From an optimization exercise on the open Yosys and OpenROAD flow, aimed at small area and a short achievable clock period; shortcuts taken in it are not production practice.
The RTL was checked by simulation tests, not by an equivalence proof against the original design.
Power figures rest on the tool's default switching activity, not on a simulated workload.

$ cat run.sh
#!/bin/bash
# synth_recipe.tcl (not shown) runs the flow's synth.tcl, then flattens the netlist and writes it again
# the make line also repeats each setting of config.mk as NAME=value (left out here)
make -C /OpenROAD-flow-scripts/flow DESIGN_CONFIG=/design/flow/config.mk WORK_HOME=/design/flow/orfs CLKGATE_MAP_FILE= SYNTH_SCRIPT=/design/flow/synth_recipe.tcl finish
$ cat constraint.sdc
create_clock -name core_clock -period 7.0 [get_ports {clk_50M}]
set_input_delay 1.4000 -clock core_clock [delete_from_list [all_inputs] [get_ports {clk_50M}]]
set_output_delay 1.4000 -clock core_clock [all_outputs]
set_load 0.01 [all_outputs]
$ cat config.mk
export PLATFORM = sky130hd
export DESIGN_NAME = npx_main_fsm
export DESIGN_NICKNAME = npx_main_fsm
export VERILOG_FILES = /design/flow/design.v
export SDC_FILE = /design/flow/constraint.sdc
export NUM_CORES = 4
export LEC_CHECK = 0
export CAP_MARGIN = 20
export CORE_MARGIN = 2
export CORE_UTILIZATION = 40
export SLEW_MARGIN = 20
$ cat design.v
module RST_N_SYN(
	clk_sys,
	rst_n,
	en,
	rst_syn_n
);
input clk_sys;
input rst_n;
input en;
output reg rst_syn_n;
reg rst_syn_n_buf;
always @(posedge clk_sys or negedge rst_n) begin
	if(~rst_n) begin
		rst_syn_n_buf <= 1'b0;
		rst_syn_n <= 1'b0;
	end else if(en) begin
		rst_syn_n_buf <= 1'b1;
		rst_syn_n <= rst_syn_n_buf;
	end
end
endmodule
module CLK_12P(
	clk_50M,
	rst_n,
	cnt,
	clk_3p2M,
	en_rise,
	en_fall
);
input  clk_50M;
input  rst_n;
output reg [3:0] cnt;
output clk_3p2M;
output en_rise;  
output en_fall;  
always @(posedge clk_50M or negedge rst_n) begin
	if(!rst_n)
		cnt <= 4'd0;
	else if(cnt == 4'd11)
		cnt <= 4'd0;
	else
		cnt <= cnt + 1'b1;
end
assign clk_3p2M = (cnt > 4'd5);
assign en_rise  = (cnt == 4'd5);
assign en_fall  = (cnt == 4'd11);
endmodule
module elec_register_cache(
	clk,
	en,
	rst_n,
	rotate,
	write_cache_en,
	addr,
	data_in,
	data_out
);
parameter SPI_ADDR_LEN = 10;
parameter SPI_DATA_LEN = 16;
input	clk;
input	en;              
input	rst_n;
input	rotate;          
input	write_cache_en;
input	[SPI_ADDR_LEN-1:0]	addr;
input	[SPI_DATA_LEN-1:0]	data_in;
output	data_out;
reg  [1023:0] cache;
reg  [63:0]   valid;
wire wr  = en & write_cache_en;
wire rot = en & ~write_cache_en & rotate;
wire addr_hi_zero = ~|addr[SPI_ADDR_LEN-1:6];
wire [63:0] we;    
wire [63:0] rv;    
wire [63:0] hold;  
wire [1023:0] nxt;
genvar w, o;
generate
	for (w = 0; w < 64; w = w + 1) begin : word
		assign we[w]   = wr & addr_hi_zero & (addr[5:0] == w);
		assign rv[w]   = rot & valid[w];
		assign hold[w] = ~(we[w] | rot);
		for (o = 0; o < 16; o = o + 1) begin : bit_
			localparam integer I = w*16 + o;
			localparam integer J = (I + 1) % 1024;
			wire src_valid = (o == 15) ? rv[(w + 1) % 64] : rv[w];
			assign nxt[I] = (we[w] & data_in[o]) | (src_valid & cache[J]) | (hold[w] & cache[I]);
		end
	end
endgenerate
always @(posedge clk)
	cache <= nxt;
always @(posedge clk or negedge rst_n) begin
	if(!rst_n)
		valid <= 64'b0;
	else if(rot)
		valid <= {64{1'b1}};
	else
		valid <= valid | we;
end
assign data_out = cache[0] & valid[0];
endmodule
module FSM(
	clk,
	rst_n,
	rx_output,
	rdy_spi,
	spi_busy,
	ack_fetch_spi,
	tx_input,
	code,
	addr,
	data_in,
	data_out,
	data_to_elec,
	clk_to_elec,
	data_to_elec_chem,
	clk_to_elec_chem,
	rst_n_to_probe,
	clk_3p2M,
	en_rise,
	en_fall,
	chem_out
);
parameter LEN_SPI = 32;
parameter SPI_ADDR_LEN = 10;
parameter SPI_DATA_LEN = 16;
parameter SPI_CODE_LEN = 6;
localparam [2:0] IDLE             = 3'd0;
localparam [2:0] WRITE_ELEC       = 3'd1;
localparam [2:0] READ_ELEC        = 3'd2;
localparam [2:0] FINISH_READ_ELEC = 3'd3;
localparam [2:0] RESET_ELEC       = 3'd4;
input clk;
input rst_n;
input [LEN_SPI-1:0] rx_output;
input rdy_spi;
input spi_busy;
output reg [LEN_SPI-1:0] tx_input;
output ack_fetch_spi;
output data_to_elec;
output clk_to_elec;
output data_to_elec_chem;
output clk_to_elec_chem;
output rst_n_to_probe;
output [SPI_CODE_LEN-1:0] code;
output [SPI_ADDR_LEN-1:0] addr;
output [SPI_DATA_LEN-1:0] data_in;
input  [SPI_DATA_LEN-1:0] data_out;
input clk_3p2M;
input en_rise;
input en_fall;
input [7:0] chem_out;
reg  [7:0] chem_out_cnt_1d;
reg  [7:0] chem_out_cnt_2d;
wire [7:0] chem_out_cnt_pos = chem_out_cnt_2d & ~chem_out_cnt_1d;
reg  [15:0] chem_out_cnt[7:0];
reg  [15:0] chem_out_cnt_buf[7:0];    
wire [15:0] chem_out_cnt_buf_n[7:0];  
integer i;
always @(posedge clk or negedge rst_n) begin
	if(~rst_n) begin
		for (i = 0; i < 8; i = i + 1)
			chem_out_cnt[i] <= 16'b0;
	end else begin
		for (i = 0; i < 8; i = i + 1) begin
			if (chem_out[i])
				chem_out_cnt[i] <= chem_out_cnt[i] + 1'b1;
			else if (chem_out_cnt_pos[i])
				chem_out_cnt[i] <= 16'b0;
		end
	end
end
always @(posedge clk or negedge rst_n) begin
	if(~rst_n) begin
		chem_out_cnt_1d <= 8'b0;
		chem_out_cnt_2d <= 8'b0;
	end else begin
		chem_out_cnt_1d <= chem_out;
		chem_out_cnt_2d <= chem_out_cnt_1d;
	end
end
genvar g;
generate
	for (g = 0; g < 8; g = g + 1) begin : chem_buf
		assign chem_out_cnt_buf_n[g] = chem_out_cnt_pos[g] ? chem_out_cnt[g] : chem_out_cnt_buf[g];
	end
endgenerate
always @(posedge clk or negedge rst_n) begin
	if(~rst_n) begin
		for (i = 0; i < 8; i = i + 1)
			chem_out_cnt_buf[i] <= 16'b0;
	end else begin
		for (i = 0; i < 8; i = i + 1)
			chem_out_cnt_buf[i] <= chem_out_cnt_buf_n[i];
	end
end
wire take = rdy_spi & ~spi_busy;
assign ack_fetch_spi = rst_n & take;
reg  [LEN_SPI-1:0] rx_output_buf;    
wire [LEN_SPI-1:0] rx_output_buf_n = take ? rx_output : rx_output_buf;
always @(posedge clk or negedge rst_n) begin
	if(!rst_n)
		rx_output_buf <= {(LEN_SPI){1'b0}};
	else
		rx_output_buf <= rx_output_buf_n;
end
reg [LEN_SPI-1:0] spi_bus;
always @(posedge clk or negedge rst_n) begin
	if(~rst_n)
		spi_bus <= {(LEN_SPI){1'b0}};
	else if(en_rise)
		spi_bus <= rx_output_buf_n;
end
assign code    = spi_bus[LEN_SPI-1:LEN_SPI-SPI_CODE_LEN];
assign addr    = spi_bus[SPI_ADDR_LEN+SPI_DATA_LEN-1:SPI_DATA_LEN];
assign data_in = spi_bus[SPI_DATA_LEN-1:0];
wire code_blk = (code==1 || code==2 || code==3 || code==15 || code==17 || code==19);
reg data_out_en_1d;
reg data_out_en_2d;
reg data_out_en_3d;
always @(posedge clk or negedge rst_n) begin
	if(!rst_n) begin
		data_out_en_1d <= 1'b0;
		data_out_en_2d <= 1'b0;
		data_out_en_3d <= 1'b0;
	end else if(en_fall) begin
		data_out_en_1d <= code_blk;
		data_out_en_2d <= data_out_en_1d;
		data_out_en_3d <= data_out_en_2d;
	end
end
wire data_out_en = data_out_en_3d & data_out_en_1d;
reg [2:0]              current_state;
reg [9:0]              counter_1024;
reg [5:0]              elec_addr;
reg [SPI_DATA_LEN-1:0] read_elec_data;
reg [2:0]              current_state_chem;
reg [9:0]              counter_1024_chem;
reg [5:0]              elec_addr_chem;
reg [SPI_DATA_LEN-1:0] read_elec_data_chem;
wire reg_cache_0;
wire reg_cache_0_chem;
always @(posedge clk or negedge rst_n) begin
	if(!rst_n)
		tx_input <= {(LEN_SPI){1'b0}};
	else if(data_out_en)
		tx_input <= {rx_output_buf_n[LEN_SPI-1:SPI_DATA_LEN], data_out};
	else if(current_state == FINISH_READ_ELEC)
		tx_input <= {16'b0, read_elec_data};
	else if(current_state_chem == FINISH_READ_ELEC)
		tx_input <= {16'b0, read_elec_data_chem};
	else if(code == 25)
		tx_input <= {16'b0, chem_out_cnt_buf_n[addr[2:0]]};
end
wire last     = (counter_1024 == 10'd1023);
wire last_chem = (counter_1024_chem == 10'd1023);
wire busy      = (current_state == WRITE_ELEC) || (current_state == READ_ELEC);
wire busy_chem = (current_state_chem == WRITE_ELEC) || (current_state_chem == READ_ELEC);
always @(posedge clk or negedge rst_n) begin
	if(!rst_n) begin
		current_state <= IDLE;
		counter_1024  <= 10'd0;
		elec_addr     <= 6'd0;
	end else if(en_rise) begin
		case(current_state)
			IDLE:
				if(code == 10)      current_state <= WRITE_ELEC;
				else if(code == 11) current_state <= READ_ELEC;
				else if(code == 12) current_state <= RESET_ELEC;
			WRITE_ELEC:
				if(last) current_state <= IDLE;
			READ_ELEC:
				if(last) current_state <= FINISH_READ_ELEC;
			default:
				current_state <= IDLE;
		endcase
		counter_1024 <= busy ? counter_1024 + 1'b1 : 10'd0;
		if(current_state == IDLE) begin
			if(code == 11)
				elec_addr <= addr[5:0];
			else if(code != 10 && code != 12)
				elec_addr <= 6'd0;
		end
	end
end
always @(posedge clk or negedge rst_n) begin
	if(!rst_n)
		read_elec_data <= 16'd0;
	else if(en_rise && current_state == READ_ELEC && counter_1024[9:4] == elec_addr)
		read_elec_data <= {reg_cache_0, read_elec_data[15:1]};
end
assign clk_to_elec  = ~clk_3p2M & (current_state == WRITE_ELEC);
assign data_to_elec = reg_cache_0;
always @(posedge clk or negedge rst_n) begin
	if(!rst_n) begin
		current_state_chem <= IDLE;
		counter_1024_chem  <= 10'd0;
		elec_addr_chem     <= 6'd0;
	end else if(en_rise) begin
		case(current_state_chem)
			IDLE:
				if(code == 20)      current_state_chem <= WRITE_ELEC;
				else if(code == 21) current_state_chem <= READ_ELEC;
				else if(code == 22) current_state_chem <= RESET_ELEC;
			WRITE_ELEC:
				if(last_chem) current_state_chem <= IDLE;
			READ_ELEC:
				if(last_chem) current_state_chem <= FINISH_READ_ELEC;
			default:
				current_state_chem <= IDLE;
		endcase
		counter_1024_chem <= busy_chem ? counter_1024_chem + 1'b1 : 10'd0;
		if(current_state_chem == IDLE) begin
			if(code == 21)
				elec_addr_chem <= addr[5:0];
			else if(code != 20 && code != 22)
				elec_addr_chem <= 6'd0;
		end
	end
end
always @(posedge clk or negedge rst_n) begin
	if(!rst_n)
		read_elec_data_chem <= 16'd0;
	else if(en_rise && current_state_chem == READ_ELEC && counter_1024_chem[9:4] == elec_addr_chem)
		read_elec_data_chem <= {reg_cache_0_chem, read_elec_data_chem[15:1]};
end
assign clk_to_elec_chem  = ~clk_3p2M & (current_state_chem == WRITE_ELEC);
assign data_to_elec_chem = reg_cache_0_chem;
assign rst_n_to_probe = rst_n & (code != 12) & (code != 22);
elec_register_cache elec_register_cache_i1(
	.clk            (clk),
	.en             (en_rise),
	.rst_n          (rst_n),
	.rotate         (busy),
	.write_cache_en (code == 23),
	.addr           (addr),
	.data_in        (data_in),
	.data_out       (reg_cache_0)
);
elec_register_cache elec_register_cache_i2(
	.clk            (clk),
	.en             (en_rise),
	.rst_n          (rst_n),
	.rotate         (busy_chem),
	.write_cache_en (code == 24),
	.addr           (addr),
	.data_in        (data_in),
	.data_out       (reg_cache_0_chem)
);
endmodule
module P2S(
	p_data,
	clk_50M,
	en_fall,
	rst_n,
	phase,
	s_data,
	data_valid
);
parameter BITS_ADC = 12;
input [BITS_ADC:0] p_data;  
input              clk_50M;
input              en_fall;
input              rst_n;
input  [11:0]      phase;    
output             s_data;
output reg         data_valid;
reg [BITS_ADC:0] p_data_syn;
always @(posedge clk_50M or negedge rst_n) begin
	if(!rst_n)
		p_data_syn <= {1'b0, {(BITS_ADC){1'b1}}};
	else if(en_fall)
		p_data_syn <= p_data;
end
reg z;
always @(posedge clk_50M or negedge rst_n) begin
	if(!rst_n)
		z <= 1'b0;
	else if(en_fall && !p_data_syn[BITS_ADC])
		z <= p_data_syn[BITS_ADC-1];
end
always @(posedge clk_50M or negedge rst_n) begin
	if(!rst_n)
		data_valid <= 1'b1;
	else
		data_valid <= p_data_syn[BITS_ADC];
end
wire [BITS_ADC-2:0] sel = phase[BITS_ADC-1:1] & {(BITS_ADC-1){~p_data_syn[BITS_ADC]}};
assign s_data = |(sel & p_data_syn[BITS_ADC-2:0]) | (z & ~|sel);
endmodule
module npx_main_fsm (
	clk_50M,        
	rst_n,          
	chem_out,       
	p_data,         
	s_data,         
	data_valid,     
	clk_3p2M,       
	rst_n_block,    
	code,           
	addr,           
	data_in,        
	data_out,       
	data_to_elec,
	clk_to_elec,
	data_to_elec_chem,
	clk_to_elec_chem,
	rst_n_to_probe,
	rx_output,      
	rdy_spi,        
	spi_busy,       
	ack_fetch_spi,  
	tx_input        
);
parameter LEN_SPI = 32;
parameter SPI_ADDR_LEN = 10;
parameter SPI_DATA_LEN = 16;
parameter SPI_CODE_LEN = 6;
parameter ROW_NUM = 8;
parameter BITS_ADC = 12;
input rst_n, clk_50M;
input [7:0] chem_out;
input  [ROW_NUM*(BITS_ADC+1)-1:0] p_data;
output [ROW_NUM-1:0] s_data;
output [ROW_NUM-1:0] data_valid;
output clk_3p2M;
output rst_n_block;
output [SPI_CODE_LEN-1:0] code;
output [SPI_ADDR_LEN-1:0] addr;
output [SPI_DATA_LEN-1:0] data_in;
input  [SPI_DATA_LEN-1:0] data_out;
output data_to_elec;
output clk_to_elec;
output data_to_elec_chem;
output clk_to_elec_chem;
output rst_n_to_probe;
input  [LEN_SPI-1:0] rx_output;
input  rdy_spi;
input  spi_busy;
output ack_fetch_spi;
output [LEN_SPI-1:0] tx_input;
wire rst_syn_n;
wire en_rise;
wire en_fall;
wire [3:0] cnt_12;
RST_N_SYN rst_n_syn(
	.clk_sys(clk_50M),
	.rst_n(rst_n),
	.en(1'b1),
	.rst_syn_n(rst_syn_n)
);
RST_N_SYN rst_n_syn2block(
	.clk_sys(clk_50M),
	.rst_n(rst_syn_n),
	.en(en_rise),
	.rst_syn_n(rst_n_block)
);
CLK_12P clk_12p(
	.clk_50M(clk_50M),
	.rst_n(rst_syn_n),
	.cnt(cnt_12),
	.clk_3p2M(clk_3p2M),
	.en_rise(en_rise),
	.en_fall(en_fall)
);
wire [11:0] phase;
genvar p;
generate
	for (p = 0; p < 12; p = p + 1) begin : phase_dec
		assign phase[p] = (cnt_12 == p);
	end
endgenerate
FSM fsm(
	.clk(clk_50M),
	.rst_n(rst_syn_n),
	.rx_output(rx_output),
	.rdy_spi(rdy_spi),
	.spi_busy(spi_busy),
	.ack_fetch_spi(ack_fetch_spi),
	.tx_input(tx_input),
	.code(code),
	.addr(addr),
	.data_in(data_in),
	.data_out(data_out),
	.data_to_elec(data_to_elec),
	.clk_to_elec(clk_to_elec),
	.data_to_elec_chem(data_to_elec_chem),
	.clk_to_elec_chem(clk_to_elec_chem),
	.rst_n_to_probe(rst_n_to_probe),
	.clk_3p2M(clk_3p2M),
	.en_rise(en_rise),
	.en_fall(en_fall),
	.chem_out(chem_out)
);
genvar x;
generate
	for (x = 0; x < ROW_NUM; x=x+1) begin : P2S_i
		P2S p2s(
			.p_data(p_data[x*(BITS_ADC+1)+:(BITS_ADC+1)]),
			.clk_50M(clk_50M),
			.en_fall(en_fall),
			.rst_n(rst_syn_n),
			.phase(phase),
			.s_data(s_data[x]),
			.data_valid(data_valid[x])
		);
	end
endgenerate
endmodule
==> summary.txt <==
Run status
  • Status: no timing/DRC/antenna violations

Route
  • Via Count: 84,049
  • DRC viols: 0
  • WL/cell: 23.28 um
  • Antenna-violating nets left: 0
  • Initial drt markers: 8,270
  • Detailed Routing Iterations Pass 1: 6
  • Final wirelength: between 300,000 and 400,000 um
  • Via density per instance: 6.081

Floorplan
  • Die height: between 500 and 600 um
  • # rows: 190
  • Die area: roughly 270,000 um2
  • Core Area: between 200,000 and 300,000 um2
  • I/O Pins: ~250
  • Die W: ~520 um
  • Starting Density: 40.27%

Clock network
  • CTS HTree Levels: 5
  • Clk slew on worst S/H paths: about 0.060 ns
  • CTS tree: built
  • CTS root buffer: clkbuf_16
  • Clock Sinks: around 2,700
  • Total setup buffers inserted after CTS: 0
  • Max Root-Sink Buffers: 4
  • Hold buffer count at cts: 0
  • Cts bufs inserted: 303
  • Skew-Pair Late Insertion Delay: ~0.96 ns
  • Post-CTS sizing: 0

Worst hold path
  • Hold Path End: rst_n_syn.rst_syn_n
  • Hold path cells: 0
  • HP Class: reg -> reg
  • Worst hold start: rst_n_syn.rst_syn_n_buf

Timing
  • Post-layout min period: approximately 5.4 ns
  • Endpoints failing setup: 0
  • Fmax: approximately 190 MHz
  • Final hold viol count: 0
  • Max-slew violations: 0
  • Max Clock Skew: 0.08443 ns
  • Worst-Margin Slew: 1.192 ns
  • Rel. slew slack: between 10% and 20%
  • RSZ-0062 raised after global routing: no
  • Post-route setup slack: between 1.5 and 2 ns
  • Final period util: around 77%

Critical path
  • Worst Path Max Fanout: 15
  • Worst R2R End: fsm.elec_register_cache_i1.cache[300]
  • Critical path's top delay family: buffers and inverters
  • CP Launch Type: register
  • Worst r2r src: clk_12p.cnt[1]
  • Cell chain of the critical path: buf_4 > nor2b_1 > a222oi_1 > o22ai_1 > nor2_1 > o21ai_0 > clkdlybuf4s50_1
  • Crit Path Class: reg -> out
  • Crit. End Element: primary output
  • Crit path largest cell delay: 0.68 ns
  • FF-to-FF setup slack: between 2 and 2.5 ns
  • CP bufs+invs: 2
  • Crit-path slowest cell: dfrtp_1
  • Worst path arrival time: 4.00 ns
  • Worst Path Required: around 5.6 ns
  • R2R depth: 9

Pwr
  • Leak: between 40 and 50 nW
  • Power per cell area: around 280 nW/um2
  • Total Power: ~35 mW
  • Peak VDD IR: between 0.2 and 0.3 mV

Finish
  • Fillers: about 24,000
  • Area of the multi-input gates: between 40,000 and 50,000 um2
  • Syn-to-layout area delta: 12.96%
  • Final net count: a little over 10,000
  • Share of layout cells above drive strength 1: slightly above 10%
  • FF/Latch Area: slightly below 60,000 um2

Synth
  • Syn Nets: 10,461
  • Synthesized instance count: about 10,000
  • Seq/Total Area, Yosys: between 50% and 60%
  • Share of the synthesized area in the top cell type: 37.97%
  • Top FF cell, synth: dfxtp_1
  • Post-synth cell types: between 70 and 80
  • Average cell area after synthesis: between 10 and 15 um2
  • Synth async-reset ratio: about a quarter
  • Number of flops mapped to enable cells by yosys: 0
  • Synth area leaders: dfxtp_1, a221o_1, dfrtp_1, and3_1, nor2_1
  • Synth Register Bits: around 2,700
  • YS warnings: 7
  • Synth Cell Area: between 100,000 and 150,000 um2
  • Post-synth top area cell: dfxtp_1

Global route
  • First-pass GRT wire length: 492,100 um
  • Largest net degree at the start of global routing: 193
  • Gr ovfl total: 0
  • Vias in the first global route: 80,403
  • Antenna violations before repair: 22
  • Overall routing resource usage: 22.61%

Place
  • Dpl ws: between 2 and 2.5 ns
  • Gpl congestion: 0.8839
  • Detailed Place HPWL: 191,400 um
  • IO Port Bufs: roughly 250

Run
  • Max-Cap Viols: 0
-- synth_stat cells (20+ instances only) --
cell type,instances
nor2_1,1304
buf_4,27
buf_1,34
nand2_1,887
nand3_1,199
o211ai_1,90
nor3_4,33
and3_1,798
buf_2,198
nand4_1,46
o21ai_0,215
nor2_2,23
inv_1,51
a21oi_4,41
a31oi_1,23
or3_1,88
mux2_2,186
and2_1,85
clkbuf_1,634
nand2b_1,82
a22oi_1,58
a22o_1,20
dfrtp_1,593
mux2i_1,72
a221o_1,1924
a21oi_1,71
a21o_1,51
dfstp_2,104
dfxtp_1,2048
buf_6,47
-- state kept, by name, summed over array words and instances, names as in the netlist, 64 cells and up --
register,cells
fsm.elec_register_cache_i1.valid,64
P2S_i.p2s.p_data_syn,104
fsm.elec_register_cache_i1.cache,1024
fsm.chem_out_cnt,128
fsm.elec_register_cache_i2.valid,64
fsm.chem_out_cnt_buf,128
fsm.elec_register_cache_i2.cache,1024
-- cell usage in the layout, fill, tap and decap left out, types with 61 or more instances in the layout --
cell type and n:
dfxtp_1 2048, a221o_1 1924, nor2_1 1300, nand2_1 885
and3_1 797, dfrtp_1 573, clkbuf_16 311, clkdlybuf4s50_1 251
o21ai_0 215, nand3_1 197, mux2_2 186, buf_4 107
dfstp_2 104, o211ai_1 90, or3_1 87, and2_1 85
clkbuf_1 83, nand2b_1 79, mux2i_1 72, a21oi_1 71
clkbuf_8 61
-- area by class of cell --
class	count	share of cell area [%]
tap	3552	3.644
multi-input combinational	6539	36.90
inverter	53	0.1631
clock buffer	455	7.324
timing repair buffer	374	2.973
antenna	20	0.04103
clock inverter	84	0.8781
sequential	2745	48.08
-- metal layers --
layer	GRT usage, %	vias to the layer above	share of wire [%]
li1	-	38308	-
met1	30.96	42275	44
met2	35.39	2830	45
met3	4.374	634	7.0
met4	8.327	2	3.6
met5	0	-	0.0050
-- worst max-delay path by stage --
stage / cells past startpoint / endpoint / slack, ns / from
detailed placement: 4 / ack_fetch_spi / 2.12 / rdy_spi
finish: 7 / s_data[7] / 1.60 / clk_12p.cnt[3]
floorplan: 1 / rst_n_to_probe / -0.22 / rst_n_syn.rst_syn_n
global placement: 4 / ack_fetch_spi / 2.14 / rdy_spi
CTS: 7 / s_data[3] / 1.51 / clk_12p.cnt[3]
global route: 7 / s_data[7] / 1.35 / clk_12p.cnt[3]
-- metrics by stage --
stage	setup TNS, ns	utilization [%]	std cells	area, um2	hold WS (ns)
floorplan	-0.2177	-	10283	108000	0.3312
global placement	0	41.68	13254	111800	0.3361
detailed placement	0	41.69	13255	111800	0.3443
CTS	0	45.42	13794	121800	0.3516
global route	0	45.48	13816	122000	0.3525
finish	0	45.48	13822	122000	0.3461
-- where the power goes --
part	internal, mW	switching (mW)	total (mW)
registers	16.0	0.458	16.5
clock network	9.66	6.50	16.2
logic	0.628	1.43	2.06
total	26.3	8.39	34.7
-- cell families (layout without fill, tap and decap cells) --
logic type	Yosys count	after routing	synth area share (%)
and+or+nand+nor	3669	3669	16.48
DFF	2745	2745	54.25
xor gates and xnor gates	20	20	0.1622
other	1	21	0.003473
buffers and inverters	999	966	4.209
AOI/OAI and AO/OA	2577	2577	22.13
adders and majority gates	14	14	0.1622
muxes	258	258	2.607

==> re-timing with driven ports <==
The results above use ideal ports. As a check the final layout listed here was re-extracted and re-timed, cells and wires unchanged.
Step 1, drivers: a clkbuf_16 drives clk_50M and a buf_2 each remaining input, both assumed.
Step 2, shift: input delay + t, output delay - t, t = (earliest + latest rising clock arrival at the registers) / 2. This alone moves slack from input paths to output paths.
a / b / c = ideal ports / drivers / drivers and shift; a / b = the first two.
t (ns): 1.026
slack for setup (ns): 1.600 / 1.490 / 2.393
worst hold slack (ns): 0.346 / 0.346 / 0.346
worst setup path after step 2: register to register
clock arrival spread, ns: 0.102 / 0.101
After both steps this run still meets setup and hold. For this run, drivers alone change the setup slack by -0.110 ns; drivers and shift together by +0.793 ns.
